Context: an optimization exercise on an open-source flow, tuned for small area, a short achievable clock period and few clock cycles per item. The choices shown serve that exercise and are no tape-out recipe.
Only simulation tests tie the RTL to the original design; equivalence was not proved.

[design/flow/run.sh]
#!/bin/bash
# synth_recipe.tcl (not shown) runs the flow's synth.tcl, then flattens the netlist and writes it again
# the make line also repeats each setting of config.mk as NAME=value (left out here)
make -C /OpenROAD-flow-scripts/flow DESIGN_CONFIG=/design/flow/config.mk WORK_HOME=/design/flow/orfs CLKGATE_MAP_FILE= SYNTH_SCRIPT=/design/flow/synth_recipe.tcl finish
[design/flow/config.mk]
export PLATFORM = sky130hd
export DESIGN_NAME = ntt_top
export DESIGN_NICKNAME = ntt_top
export VERILOG_FILES = /design/flow/design.v
export SDC_FILE = /design/flow/constraint.sdc
export NUM_CORES = 8
export LEC_CHECK = 0
export CAP_MARGIN = 20
export CORE_MARGIN = 2
export CORE_UTILIZATION = 30
export SETUP_SLACK_MARGIN = 2.0
export SLEW_MARGIN = 20
[design/flow/constraint.sdc]
create_clock -name core_clock -period 22.0 [get_ports {clk}]
set_input_delay 4.4000 -clock core_clock [delete_from_list [all_inputs] [get_ports {clk}]]
set_output_delay 4.4000 -clock core_clock [all_outputs]
set_load 0.01 [all_outputs]
[design/flow/design.v]
`timescale 1ns / 1ps
module mod_arith #(
  parameter integer DATA_WIDTH = 16,     
  parameter integer MODULUS    = 17,     
  parameter integer EXP_WIDTH  = 8       
)(
  input  wire [DATA_WIDTH-1:0] x,        
  input  wire [DATA_WIDTH-1:0] y,        
  input  wire [EXP_WIDTH-1:0]  exp,      
  output wire [DATA_WIDTH-1:0] add_o,    
  output wire [DATA_WIDTH-1:0] sub_o,    
  output wire [DATA_WIDTH-1:0] mul_o,    
  output wire [DATA_WIDTH-1:0] exp_o     
);
  function [DATA_WIDTH-1:0] f_add;
    input [DATA_WIDTH-1:0] a, b;
    integer sum;
    begin
      sum = a + b;
      f_add = (sum >= MODULUS ? sum - MODULUS : sum);
    end
  endfunction
  function [DATA_WIDTH-1:0] f_sub;
    input [DATA_WIDTH-1:0] a, b;
    integer diff;
    begin
      diff = a - b;
      f_sub = (diff < 0 ? diff + MODULUS : diff);
    end
  endfunction
  function [DATA_WIDTH-1:0] f_mul;
    input [DATA_WIDTH-1:0] a, b;
    integer prod;
    begin
      prod = a * b;
      f_mul = prod % MODULUS;
    end
  endfunction
  function [DATA_WIDTH-1:0] f_exp;
    input [DATA_WIDTH-1:0] base;
    input [EXP_WIDTH-1:0]  e;
    integer k;
    reg [DATA_WIDTH-1:0] acc;
    begin
      acc = 1;
      for (k = 0; k < (1 << EXP_WIDTH); k = k + 1)
        if (k < e)
          acc = f_mul(acc, base);
      f_exp = acc;
    end
  endfunction
  assign add_o = f_add(x, y);
  assign sub_o = f_sub(x, y);
  assign mul_o = f_mul(x, y);
  assign exp_o = f_exp(x, exp);
endmodule
`timescale 1ns / 1ps
module butterfly #(
  parameter integer DATA_WIDTH = 16,   
  parameter integer MODULUS    = 17     
)(
  input  wire [DATA_WIDTH-1:0] u,        
  input  wire [DATA_WIDTH-1:0] v,        
  input  wire [DATA_WIDTH-1:0] twiddle,  
  output wire [DATA_WIDTH-1:0] out_sum,  
  output wire [DATA_WIDTH-1:0] out_diff  
);
  wire [DATA_WIDTH-1:0] v_mul;
  mod_arith #(
    .DATA_WIDTH(DATA_WIDTH),
    .MODULUS   (MODULUS),
    .EXP_WIDTH (1)           
  ) mul_unit (
    .x    (v),
    .y    (twiddle),
    .exp  (1'b0),           
    .add_o(),               
    .sub_o(),               
    .mul_o(v_mul),          
    .exp_o()                
  );
  mod_arith #(
    .DATA_WIDTH(DATA_WIDTH),
    .MODULUS   (MODULUS),
    .EXP_WIDTH (1)
  ) addsub_unit (
    .x    (u),
    .y    (v_mul),
    .exp  (1'b0),
    .add_o(out_sum),
    .sub_o(out_diff),
    .mul_o(),               
    .exp_o()                
  );
endmodule
`timescale 1ns / 1ps
module ntt_stage #(
  parameter integer STAGE      = 1,
  parameter integer N          = 16,
  parameter integer DATA_WIDTH = 16,
  parameter integer MODULUS    = 17,
  parameter integer ROOT       = 3
)(
  input  wire [DATA_WIDTH-1:0] din0,  din1,  din2,  din3,
  input  wire [DATA_WIDTH-1:0] din4,  din5,  din6,  din7,
  input  wire [DATA_WIDTH-1:0] din8,  din9,  din10, din11,
  input  wire [DATA_WIDTH-1:0] din12, din13, din14, din15,
  output wire [DATA_WIDTH-1:0] dout0, dout1, dout2, dout3,
  output wire [DATA_WIDTH-1:0] dout4, dout5, dout6, dout7,
  output wire [DATA_WIDTH-1:0] dout8, dout9, dout10, dout11,
  output wire [DATA_WIDTH-1:0] dout12, dout13, dout14, dout15
);
  localparam integer LEN  = 1 << STAGE;
  localparam integer HALF = LEN >> 1;
  function [DATA_WIDTH-1:0] f_const_exp;
    input integer base, expn;
    integer k;
    reg [DATA_WIDTH-1:0] acc;
    begin
      acc = 1;
      for (k = 0; k < expn; k = k + 1)
        acc = (acc * base) % MODULUS;
      f_const_exp = acc;
    end
  endfunction
  localparam [DATA_WIDTH-1:0] WLEN = f_const_exp(ROOT, N/LEN);
  wire [DATA_WIDTH-1:0] a [0:N-1];
  wire [DATA_WIDTH-1:0] b [0:N-1];
  assign a[0]  = din0;   assign a[1]  = din1;
  assign a[2]  = din2;   assign a[3]  = din3;
  assign a[4]  = din4;   assign a[5]  = din5;
  assign a[6]  = din6;   assign a[7]  = din7;
  assign a[8]  = din8;   assign a[9]  = din9;
  assign a[10] = din10;  assign a[11] = din11;
  assign a[12] = din12;  assign a[13] = din13;
  assign a[14] = din14;  assign a[15] = din15;
  generate
    genvar base_idx, j;
    for (base_idx = 0; base_idx < N; base_idx = base_idx + LEN) begin : BASE
      for (j = 0; j < HALF; j = j + 1) begin : BFY
        localparam integer IDX0 = base_idx + j;
        localparam integer IDX1 = base_idx + j + HALF;
        localparam [DATA_WIDTH-1:0] WJ = f_const_exp(WLEN, j);
        butterfly #(
          .DATA_WIDTH(DATA_WIDTH),
          .MODULUS   (MODULUS)
        ) u_bfly (
          .u        (a[IDX0]),
          .v        (a[IDX1]),
          .twiddle  (WJ),
          .out_sum  (b[IDX0]),
          .out_diff (b[IDX1])
        );
      end
    end
  endgenerate
  assign dout0  = b[0];   assign dout1  = b[1];
  assign dout2  = b[2];   assign dout3  = b[3];
  assign dout4  = b[4];   assign dout5  = b[5];
  assign dout6  = b[6];   assign dout7  = b[7];
  assign dout8  = b[8];   assign dout9  = b[9];
  assign dout10 = b[10];  assign dout11 = b[11];
  assign dout12 = b[12];  assign dout13 = b[13];
  assign dout14 = b[14];  assign dout15 = b[15];
endmodule
`timescale 1ns / 1ps
module bitrev #(
  parameter integer DATA_WIDTH = 16,  
  parameter integer N          = 16    
)(
  input  wire [DATA_WIDTH-1:0] din0,  din1,  din2,  din3,
  input  wire [DATA_WIDTH-1:0] din4,  din5,  din6,  din7,
  input  wire [DATA_WIDTH-1:0] din8,  din9,  din10, din11,
  input  wire [DATA_WIDTH-1:0] din12, din13, din14, din15,
  output wire [DATA_WIDTH-1:0] dout0, dout1, dout2, dout3,
  output wire [DATA_WIDTH-1:0] dout4, dout5, dout6, dout7,
  output wire [DATA_WIDTH-1:0] dout8, dout9, dout10, dout11,
  output wire [DATA_WIDTH-1:0] dout12, dout13, dout14, dout15
);
  function [3:0] f_bitrev;
    input [3:0] idx;
    begin
      f_bitrev = { idx[0], idx[1], idx[2], idx[3] };
    end
  endfunction
  wire [DATA_WIDTH-1:0] A [0:N-1];
  wire [DATA_WIDTH-1:0] B [0:N-1];
  assign A[0]=din0;   assign A[1]=din1;   assign A[2]=din2;   assign A[3]=din3;
  assign A[4]=din4;   assign A[5]=din5;   assign A[6]=din6;   assign A[7]=din7;
  assign A[8]=din8;   assign A[9]=din9;   assign A[10]=din10; assign A[11]=din11;
  assign A[12]=din12; assign A[13]=din13; assign A[14]=din14; assign A[15]=din15;
  generate
    genvar i;
    for (i = 0; i < N; i = i + 1) begin : REV
      localparam [3:0] R = f_bitrev(i[3:0]);
      assign B[R] = A[i];
    end
  endgenerate
  assign dout0  = B[0];   assign dout1  = B[1];
  assign dout2  = B[2];   assign dout3  = B[3];
  assign dout4  = B[4];   assign dout5  = B[5];
  assign dout6  = B[6];   assign dout7  = B[7];
  assign dout8  = B[8];   assign dout9  = B[9];
  assign dout10 = B[10];  assign dout11 = B[11];
  assign dout12 = B[12];  assign dout13 = B[13];
  assign dout14 = B[14];  assign dout15 = B[15];
endmodule
`timescale 1ns / 1ps
module ram16 #(
  parameter integer DATA_WIDTH = 16,
  parameter integer N          = 16
)(
  input  wire                   clk,   
  input  wire                   load,   
  input  wire [DATA_WIDTH-1:0]  din0,  din1,  din2,  din3,
  input  wire [DATA_WIDTH-1:0]  din4,  din5,  din6,  din7,
  input  wire [DATA_WIDTH-1:0]  din8,  din9,  din10, din11,
  input  wire [DATA_WIDTH-1:0]  din12, din13, din14, din15,
  output wire [DATA_WIDTH-1:0]  dout0, dout1, dout2, dout3,
  output wire [DATA_WIDTH-1:0]  dout4, dout5, dout6, dout7,
  output wire [DATA_WIDTH-1:0]  dout8, dout9, dout10, dout11,
  output wire [DATA_WIDTH-1:0]  dout12, dout13, dout14, dout15
);
  reg [DATA_WIDTH-1:0] mem [0:N-1];
  integer i;
  always @(posedge clk) begin
    if (load) begin
      mem[0]  <= din0;  mem[1]  <= din1;
      mem[2]  <= din2;  mem[3]  <= din3;
      mem[4]  <= din4;  mem[5]  <= din5;
      mem[6]  <= din6;  mem[7]  <= din7;
      mem[8]  <= din8;  mem[9]  <= din9;
      mem[10] <= din10; mem[11] <= din11;
      mem[12] <= din12; mem[13] <= din13;
      mem[14] <= din14; mem[15] <= din15;
    end
  end
  assign dout0  = mem[0];   assign dout1  = mem[1];
  assign dout2  = mem[2];   assign dout3  = mem[3];
  assign dout4  = mem[4];   assign dout5  = mem[5];
  assign dout6  = mem[6];   assign dout7  = mem[7];
  assign dout8  = mem[8];   assign dout9  = mem[9];
  assign dout10 = mem[10];  assign dout11 = mem[11];
  assign dout12 = mem[12];  assign dout13 = mem[13];
  assign dout14 = mem[14];  assign dout15 = mem[15];
endmodule
`timescale 1ns / 1ps
module ntt_top #(
  parameter integer DATA_WIDTH = 16,
  parameter integer N          = 16,
  parameter integer MODULUS    = 17,
  parameter integer ROOT       = 3
)(
  input  wire                       clk,
  input  wire                       rst,
  input  wire                       start,
  input  wire [DATA_WIDTH-1:0]      din0,  din1,  din2,  din3,
  input  wire [DATA_WIDTH-1:0]      din4,  din5,  din6,  din7,
  input  wire [DATA_WIDTH-1:0]      din8,  din9,  din10, din11,
  input  wire [DATA_WIDTH-1:0]      din12, din13, din14, din15,
  output wire [DATA_WIDTH-1:0]      dout0,  dout1,  dout2,  dout3,
  output wire [DATA_WIDTH-1:0]      dout4,  dout5,  dout6,  dout7,
  output wire [DATA_WIDTH-1:0]      dout8,  dout9,  dout10, dout11,
  output wire [DATA_WIDTH-1:0]      dout12, dout13, dout14, dout15,
  output wire                       done
);
  localparam [2:0]
    IDLE   = 3'd0,
    LOAD   = 3'd1,
    BITREV = 3'd2,
    STG1   = 3'd3,
    STG2   = 3'd4,
    STG3   = 3'd5,
    STG4   = 3'd6,
    DONE_ST= 3'd7;
  reg [2:0] state, next_state;
  reg       load;
  wire [DATA_WIDTH-1:0] ram_dout0,  ram_dout1,  ram_dout2,  ram_dout3;
  wire [DATA_WIDTH-1:0] ram_dout4,  ram_dout5,  ram_dout6,  ram_dout7;
  wire [DATA_WIDTH-1:0] ram_dout8,  ram_dout9,  ram_dout10, ram_dout11;
  wire [DATA_WIDTH-1:0] ram_dout12, ram_dout13, ram_dout14, ram_dout15;
  reg  [DATA_WIDTH-1:0] ram_din0,   ram_din1,   ram_din2,   ram_din3;
  reg  [DATA_WIDTH-1:0] ram_din4,   ram_din5,   ram_din6,   ram_din7;
  reg  [DATA_WIDTH-1:0] ram_din8,   ram_din9,   ram_din10,  ram_din11;
  reg  [DATA_WIDTH-1:0] ram_din12,  ram_din13,  ram_din14,  ram_din15;
  wire [DATA_WIDTH-1:0] rev0,  rev1,  rev2,  rev3;
  wire [DATA_WIDTH-1:0] rev4,  rev5,  rev6,  rev7;
  wire [DATA_WIDTH-1:0] rev8,  rev9,  rev10, rev11;
  wire [DATA_WIDTH-1:0] rev12, rev13, rev14, rev15;
  wire [DATA_WIDTH-1:0] s10,  s11,  s12,  s13;
  wire [DATA_WIDTH-1:0] s14,  s15,  s16,  s17;
  wire [DATA_WIDTH-1:0] s18,  s19,  s110, s111;
  wire [DATA_WIDTH-1:0] s112, s113, s114, s115;
  wire [DATA_WIDTH-1:0] s20,  s21,  s22,  s23;
  wire [DATA_WIDTH-1:0] s24,  s25,  s26,  s27;
  wire [DATA_WIDTH-1:0] s28,  s29,  s210, s211;
  wire [DATA_WIDTH-1:0] s212, s213, s214, s215;
  wire [DATA_WIDTH-1:0] s30,  s31,  s32,  s33;
  wire [DATA_WIDTH-1:0] s34,  s35,  s36,  s37;
  wire [DATA_WIDTH-1:0] s38,  s39,  s310, s311;
  wire [DATA_WIDTH-1:0] s312, s313, s314, s315;
  wire [DATA_WIDTH-1:0] s40,  s41,  s42,  s43;
  wire [DATA_WIDTH-1:0] s44,  s45,  s46,  s47;
  wire [DATA_WIDTH-1:0] s48,  s49,  s410, s411;
  wire [DATA_WIDTH-1:0] s412, s413, s414, s415;
  always @(posedge clk) begin
    if (rst) state <= IDLE;
    else      state <= next_state;
  end
  always @(*) begin
    next_state = state;
    load       = 1'b0;
    case(state)
      IDLE:    if (start)        next_state = LOAD;
      LOAD:                       begin load = 1'b1; next_state = BITREV; end
      BITREV:                     begin load = 1'b1; next_state = STG1;  end
      STG1:                       begin load = 1'b1; next_state = STG2;  end
      STG2:                       begin load = 1'b1; next_state = STG3;  end
      STG3:                       begin load = 1'b1; next_state = STG4;  end
      STG4:                       begin load = 1'b1; next_state = DONE_ST; end
      DONE_ST:                   next_state = IDLE;
    endcase
  end
  always @(*) begin
    case(state)
      LOAD:   {ram_din0,ram_din1,ram_din2,ram_din3,
               ram_din4,ram_din5,ram_din6,ram_din7,
               ram_din8,ram_din9,ram_din10,ram_din11,
               ram_din12,ram_din13,ram_din14,ram_din15}
              = {din0, din1, din2, din3,
                 din4, din5, din6, din7,
                 din8, din9, din10, din11,
                 din12, din13, din14, din15};
      BITREV: {ram_din0,ram_din1,ram_din2,ram_din3,
               ram_din4,ram_din5,ram_din6,ram_din7,
               ram_din8,ram_din9,ram_din10,ram_din11,
               ram_din12,ram_din13,ram_din14,ram_din15}
              = {rev0, rev1, rev2, rev3,
                 rev4, rev5, rev6, rev7,
                 rev8, rev9, rev10,rev11,
                 rev12,rev13,rev14,rev15};
      STG1:   {ram_din0,ram_din1,ram_din2,ram_din3,
               ram_din4,ram_din5,ram_din6,ram_din7,
               ram_din8,ram_din9,ram_din10,ram_din11,
               ram_din12,ram_din13,ram_din14,ram_din15}
              = {s10, s11, s12, s13,
                 s14, s15, s16, s17,
                 s18, s19, s110,s111,
                 s112,s113,s114,s115};
      STG2:   {ram_din0,ram_din1,ram_din2,ram_din3,
               ram_din4,ram_din5,ram_din6,ram_din7,
               ram_din8,ram_din9,ram_din10,ram_din11,
               ram_din12,ram_din13,ram_din14,ram_din15}
              = {s20, s21, s22, s23,
                 s24, s25, s26, s27,
                 s28, s29, s210,s211,
                 s212,s213,s214,s215};
      STG3:   {ram_din0,ram_din1,ram_din2,ram_din3,
               ram_din4,ram_din5,ram_din6,ram_din7,
               ram_din8,ram_din9,ram_din10,ram_din11,
               ram_din12,ram_din13,ram_din14,ram_din15}
              = {s30, s31, s32, s33,
                 s34, s35, s36, s37,
                 s38, s39, s310,s311,
                 s312,s313,s314,s315};
      STG4:   {ram_din0,ram_din1,ram_din2,ram_din3,
               ram_din4,ram_din5,ram_din6,ram_din7,
               ram_din8,ram_din9,ram_din10,ram_din11,
               ram_din12,ram_din13,ram_din14,ram_din15}
              = {s40, s41, s42, s43,
                 s44, s45, s46, s47,
                 s48, s49, s410,s411,
                 s412,s413,s414,s415};
      default:   
        {ram_din0,ram_din1,ram_din2,ram_din3,
         ram_din4,ram_din5,ram_din6,ram_din7,
         ram_din8,ram_din9,ram_din10,ram_din11,
         ram_din12,ram_din13,ram_din14,ram_din15}
        = {ram_dout0,ram_dout1,ram_dout2,ram_dout3,
           ram_dout4,ram_dout5,ram_dout6,ram_dout7,
           ram_dout8,ram_dout9,ram_dout10,ram_dout11,
           ram_dout12,ram_dout13,ram_dout14,ram_dout15};
    endcase
  end
  ram16 #(.DATA_WIDTH(DATA_WIDTH), .N(N)) ram_u (
    .clk   (clk),    .load  (load),
    .din0  (ram_din0),  .din1 (ram_din1),  .din2 (ram_din2),  .din3 (ram_din3),
    .din4  (ram_din4),  .din5 (ram_din5),  .din6 (ram_din6),  .din7 (ram_din7),
    .din8  (ram_din8),  .din9 (ram_din9),  .din10(ram_din10),.din11(ram_din11),
    .din12 (ram_din12), .din13(ram_din13), .din14(ram_din14), .din15(ram_din15),
    .dout0  (ram_dout0),  .dout1  (ram_dout1),
    .dout2  (ram_dout2),  .dout3  (ram_dout3),
    .dout4  (ram_dout4),  .dout5  (ram_dout5),
    .dout6  (ram_dout6),  .dout7  (ram_dout7),
    .dout8  (ram_dout8),  .dout9  (ram_dout9),
    .dout10 (ram_dout10), .dout11 (ram_dout11),
    .dout12 (ram_dout12), .dout13 (ram_dout13),
    .dout14 (ram_dout14), .dout15 (ram_dout15)
  );
  bitrev #(.DATA_WIDTH(DATA_WIDTH), .N(N)) br_u (
    .din0(ram_dout0),  .din1(ram_dout1),  .din2(ram_dout2),  .din3(ram_dout3),
    .din4(ram_dout4),  .din5(ram_dout5),  .din6(ram_dout6),  .din7(ram_dout7),
    .din8(ram_dout8),  .din9(ram_dout9),  .din10(ram_dout10),.din11(ram_dout11),
    .din12(ram_dout12),.din13(ram_dout13),.din14(ram_dout14),.din15(ram_dout15),
    .dout0(rev0),      .dout1(rev1),      .dout2(rev2),      .dout3(rev3),
    .dout4(rev4),      .dout5(rev5),      .dout6(rev6),      .dout7(rev7),
    .dout8(rev8),      .dout9(rev9),      .dout10(rev10),    .dout11(rev11),
    .dout12(rev12),    .dout13(rev13),    .dout14(rev14),    .dout15(rev15)
  );
  ntt_stage #(.STAGE(1), .DATA_WIDTH(DATA_WIDTH), .MODULUS(MODULUS)) s1_u (
    .din0(ram_dout0),  .din1(ram_dout1),  .din2(ram_dout2),  .din3(ram_dout3),
    .din4(ram_dout4),  .din5(ram_dout5),  .din6(ram_dout6),  .din7(ram_dout7),
    .din8(ram_dout8),  .din9(ram_dout9),  .din10(ram_dout10),.din11(ram_dout11),
    .din12(ram_dout12),.din13(ram_dout13),.din14(ram_dout14),.din15(ram_dout15),
    .dout0(s10),       .dout1(s11),       .dout2(s12),       .dout3(s13),
    .dout4(s14),       .dout5(s15),       .dout6(s16),       .dout7(s17),
    .dout8(s18),       .dout9(s19),       .dout10(s110),     .dout11(s111),
    .dout12(s112),     .dout13(s113),     .dout14(s114),     .dout15(s115)
  );
  ntt_stage #(.STAGE(2), .DATA_WIDTH(DATA_WIDTH), .MODULUS(MODULUS)) s2_u (
    .din0(ram_dout0),  .din1(ram_dout1),  .din2(ram_dout2),  .din3(ram_dout3),
    .din4(ram_dout4),  .din5(ram_dout5),  .din6(ram_dout6),  .din7(ram_dout7),
    .din8(ram_dout8),  .din9(ram_dout9),  .din10(ram_dout10),.din11(ram_dout11),
    .din12(ram_dout12),.din13(ram_dout13),.din14(ram_dout14),.din15(ram_dout15),
    .dout0(s20),       .dout1(s21),       .dout2(s22),       .dout3(s23),
    .dout4(s24),       .dout5(s25),       .dout6(s26),       .dout7(s27),
    .dout8(s28),       .dout9(s29),       .dout10(s210),     .dout11(s211),
    .dout12(s212),     .dout13(s213),     .dout14(s214),     .dout15(s215)
  );
  ntt_stage #(.STAGE(3), .DATA_WIDTH(DATA_WIDTH), .MODULUS(MODULUS)) s3_u (
    .din0(ram_dout0),  .din1(ram_dout1),  .din2(ram_dout2),  .din3(ram_dout3),
    .din4(ram_dout4),  .din5(ram_dout5),  .din6(ram_dout6),  .din7(ram_dout7),
    .din8(ram_dout8),  .din9(ram_dout9),  .din10(ram_dout10),.din11(ram_dout11),
    .din12(ram_dout12),.din13(ram_dout13),.din14(ram_dout14),.din15(ram_dout15),
    .dout0(s30),       .dout1(s31),       .dout2(s32),       .dout3(s33),
    .dout4(s34),       .dout5(s35),       .dout6(s36),       .dout7(s37),
    .dout8(s38),       .dout9(s39),       .dout10(s310),     .dout11(s311),
    .dout12(s312),     .dout13(s313),     .dout14(s314),     .dout15(s315)
  );
  ntt_stage #(.STAGE(4), .DATA_WIDTH(DATA_WIDTH), .MODULUS(MODULUS)) s4_u (
    .din0(ram_dout0),  .din1(ram_dout1),  .din2(ram_dout2),  .din3(ram_dout3),
    .din4(ram_dout4),  .din5(ram_dout5),  .din6(ram_dout6),  .din7(ram_dout7),
    .din8(ram_dout8),  .din9(ram_dout9),  .din10(ram_dout10),.din11(ram_dout11),
    .din12(ram_dout12),.din13(ram_dout13),.din14(ram_dout14),.din15(ram_dout15),
    .dout0(s40),       .dout1(s41),       .dout2(s42),       .dout3(s43),
    .dout4(s44),       .dout5(s45),       .dout6(s46),       .dout7(s47),
    .dout8(s48),       .dout9(s49),       .dout10(s410),     .dout11(s411),
    .dout12(s412),     .dout13(s413),     .dout14(s414),     .dout15(s415)
  );
  assign dout0  = ram_dout0;   assign dout1  = ram_dout1;
  assign dout2  = ram_dout2;   assign dout3  = ram_dout3;
  assign dout4  = ram_dout4;   assign dout5  = ram_dout5;
  assign dout6  = ram_dout6;   assign dout7  = ram_dout7;
  assign dout8  = ram_dout8;   assign dout9  = ram_dout9;
  assign dout10 = ram_dout10;  assign dout11 = ram_dout11;
  assign dout12 = ram_dout12;  assign dout13 = ram_dout13;
  assign dout14 = ram_dout14;  assign dout15 = ram_dout15;
  assign done = (state == DONE_ST);
endmodule
==> impl_metrics.ini <==
[placed_design]
place_congestion = 1.06
dpl_cell_area_sq_um = 249000
io_buffers = 515
hpwl_mm = 926
place_inst = 43600

[final_layout]
finalNetCount = 36300
final_common_cell = nor2_1
area_delta_synth_final_pct = 13.8
layoutNonFillerInstCount = 44100
drive_gt1_share_pct = 12.0
post-route-cell-area_sq_um = 261000
mostFrequentLayoutCells = 3,709 x nor2_1, 2,636 x xnor2_1, 2,582 x nand2_1, 2,204 x a21oi_1, 1,935 x ha_1

[clock_tree]
hold_buffers = 0
cts_tree = yes
cts_inserted_buffers = 45
clock_path_buffers = 3
path_clk_slew_ns = 0.06
clock_latency_ns = 0.78
clkSinkCount = 259
clock-root-buffer = clkbuf_16
cts_max_level = 2

[floorplan]
die_h_um = 878
coreArea_sq_um = 763000
io_pins = 516
initial_utilization_pct = 30.0
row_count = 321
die-area_sq_um = 771000
die_x_um = 878

[synthesis]
ys_seq_area_share_pct = 3.38
async_flop_share_pct = 0
synthCells = 33200
synth_cell_types = 220
ys_seq_elements = 259
ys.flop_type = edfxtp_1
synth_fp_nets = 35600
avgSynthCellArea_sq_um = 6.91
syn_area_sq_um = 229000
ys_warn_count = 9
synth_edf_count = 256

[critical_path]
startpoint_type = register
worstSetupPathType = reg -> reg
path_delay_family = simple AND/OR/NAND/NOR gates
setup.worst_path.start = ram_u.mem[3][2]$_DFFE_PP_
critPathSlowestCell = nor4_1
critical_path_buf_inv_count = 8
worstPathRequired_ns = 22.53
cpPeakStageDelay_ns = 0.69
cp.arrival_ns = 20.46
path_max_fanout = 11
r2r_start = ram_u.mem[3][2]$_DFFE_PP_
crit_path_end_kind = register

[drt]
routed.top_layer = met5
drc = 0
met3_wirelength_mm = 109
drt_first_iter_violations = 29100
wl_per_cell_um = 25.8
route.met2.wl_mm = 475
routed_wl_mm = 1140
route.antenna.remaining_nets = 0
dr.pass1.iters = 14
wl_met1_mm = 473
vias_per_cell = 6.11
routed-via-count = 270000

[timing]
setup_violations = 0
hold_slack_ns = 0.838
tightestPinTransition_ns = 1.31
post-route-min-period_ns = 19.93
rsz0062_at_grt = true
hold_viol_final = 0
finClkSkew_ns = 0.0473
slew_viol_final = 0
fin_tns_setup_ns = 0
fin_crit_sh_pct = 90.6
relSlewSlack_pct = 12.5
clock.fmax_mhz = 50.2

[global_routing]
antenna_found_initial = 129
grt_start_max_net_pins = 70
grt_remaining_overflow = 0
grt_pass1_wl_mm = 1630
gr-usage-all-layers_pct = 27.5
grt_pass1_vias = 246000

[min_path]
worstHoldStart = state[0]$_SDFFE_PP0P_
hp-class = reg -> reg

[status]
status = timing/DRC/antenna clean

[run]
cap_viol_max_count = 0
[kinds of logic (layout without fill, tap and decap cells)]
kind of cell	count (synthesis)	after routing	synth area share (%)
simple gates	12400	12400	27.1
compound gates	10800	10800	33.3
other cells	0	71	0
buf+inv	2850	3556	5.08
flops	259	259	3.38
fa+ha+maj	2267	2267	13.2
xor+xnor	3919	3920	15.1
mux	619	619	2.84
[flip-flops by register name (all words and copies together), names as in the netlist]
signal	cells
ram_u.mem	256
state	3
[stage by stage]
stage / setup slack (ns) / utilization (%)
after CTS: 1.89 / 33.3
after global routing: 1.10 / 34.2
final: 2.07 / 34.2
after floorplan: 2.81 / -
after detailed placement: 0.0946 / 32.7
after global placement: -0.0561 / 32.7
[Yosys cell counts (all sizes together) (372+ instances only)]
master | n | share of area (%)
nor2 | 3811 | 6.3
xnor2 | 2747 | 11
nand2 | 2620 | 4.3
a21oi | 2310 | 5.1
ha | 1939 | 11
o21ai | 1861 | 4.1
inv | 1591 | 2.6
xor2 | 1161 | 4.5
nand3 | 1057 | 2.3
nor3 | 1028 | 2.3
clkbuf | 971 | 1.7
o21bai | 681 | 2.2
a211oi | 496 | 1.8
a31oi | 496 | 1.4
a21o | 494 | 1.6
o211ai | 474 | 1.6
or2 | 473 | 1.3
and2 | 458 | 1.3
or3 | 430 | 1.2
nand2b | 429 | 1.2
and3 | 409 | 1.1
mux2i | 401 | 1.8
nand4 | 372 | 1.1
[path summary, 6_finish.rpt]
check | to | slack [ns] | cells after the start
setup / recovery | ram_u.mem[3][11]$_DFFE_PP_ | 2.07 | 75
hold reg to reg | state[0]$_SDFFE_PP0P_ | 0.84 | 1
hold / removal | state[0]$_SDFFE_PP0P_ | 0.84 | 1
setup reg to reg | ram_u.mem[3][11]$_DFFE_PP_ | 2.07 | 75
[what timing repair did]
action / in CTS / in global routing
setup endpoints to repair: 256 / 256
gates cloned: 1 / 5
setup buffers: 118 / 218
pin swaps: 53 / 144
resized for setup: 489 / 903
[per-layer routing]
metal / track usage (%) / vias up
li1: - / 125000
met1: 35.8 / 130000
met2: 41.8 / 12600
met3: 5.81 / 2343
met4: 16.2 / 56
met5: 0.0246 / -
[worst reg2reg max path, delay by kind of cell, from the launching register on]
family	cells	cell delay (ns)
XOR/XNOR	4	0.78
AND/OR/NAND/NOR	28	8.01
buffers and inverters	8	1.74
AO/OA/AOI/OAI	29	6.96
flip-flops	1	0.40
multiplexers	2	0.73
adder cells (fa/ha/maj)	4	1.04
[final cells by class]
class,instances,area (sq um)
flip-flops and latches,259,7760
inverters,1621,6190
diodes,71,178
clock buffers,53,1160
repair buffers,1852,15500
well taps,10200,12700
clock inverters,30,367
multi-input cells,30000,217000
fillers,81800,502000
Testbench counts, summed over its fixed seeds: cycles 19,200, items 2,400.

afterwards: timing with drivers on the ports:
No port has a modelled driver above. Below, the same layout with a new extraction and two added sets of constraints.
Step 1: set_driving_cell puts a clkbuf_16 on clk and a buf_2 on each other input, an assumption about the parent block.
Step 2 moves the port delays by t, midway between the first and last clock arrival at a register: inputs arrive t later, outputs are due t later. That takes back most of the time a late clock gives input paths.
a / b / c = no drivers / after step 1 / after step 2; a / b = the first two.
t, ns: 0.897
slack for setup (ns): 2.069 / 2.069 / 2.069
worst hold slack (ns): 0.838 / 0.838 / 0.838
worst setup path after step 2: register to register
After both steps setup and hold are still met in this run. For this run, drivers alone change the setup slack by 0.000 ns; drivers and shift together by 0.000 ns.
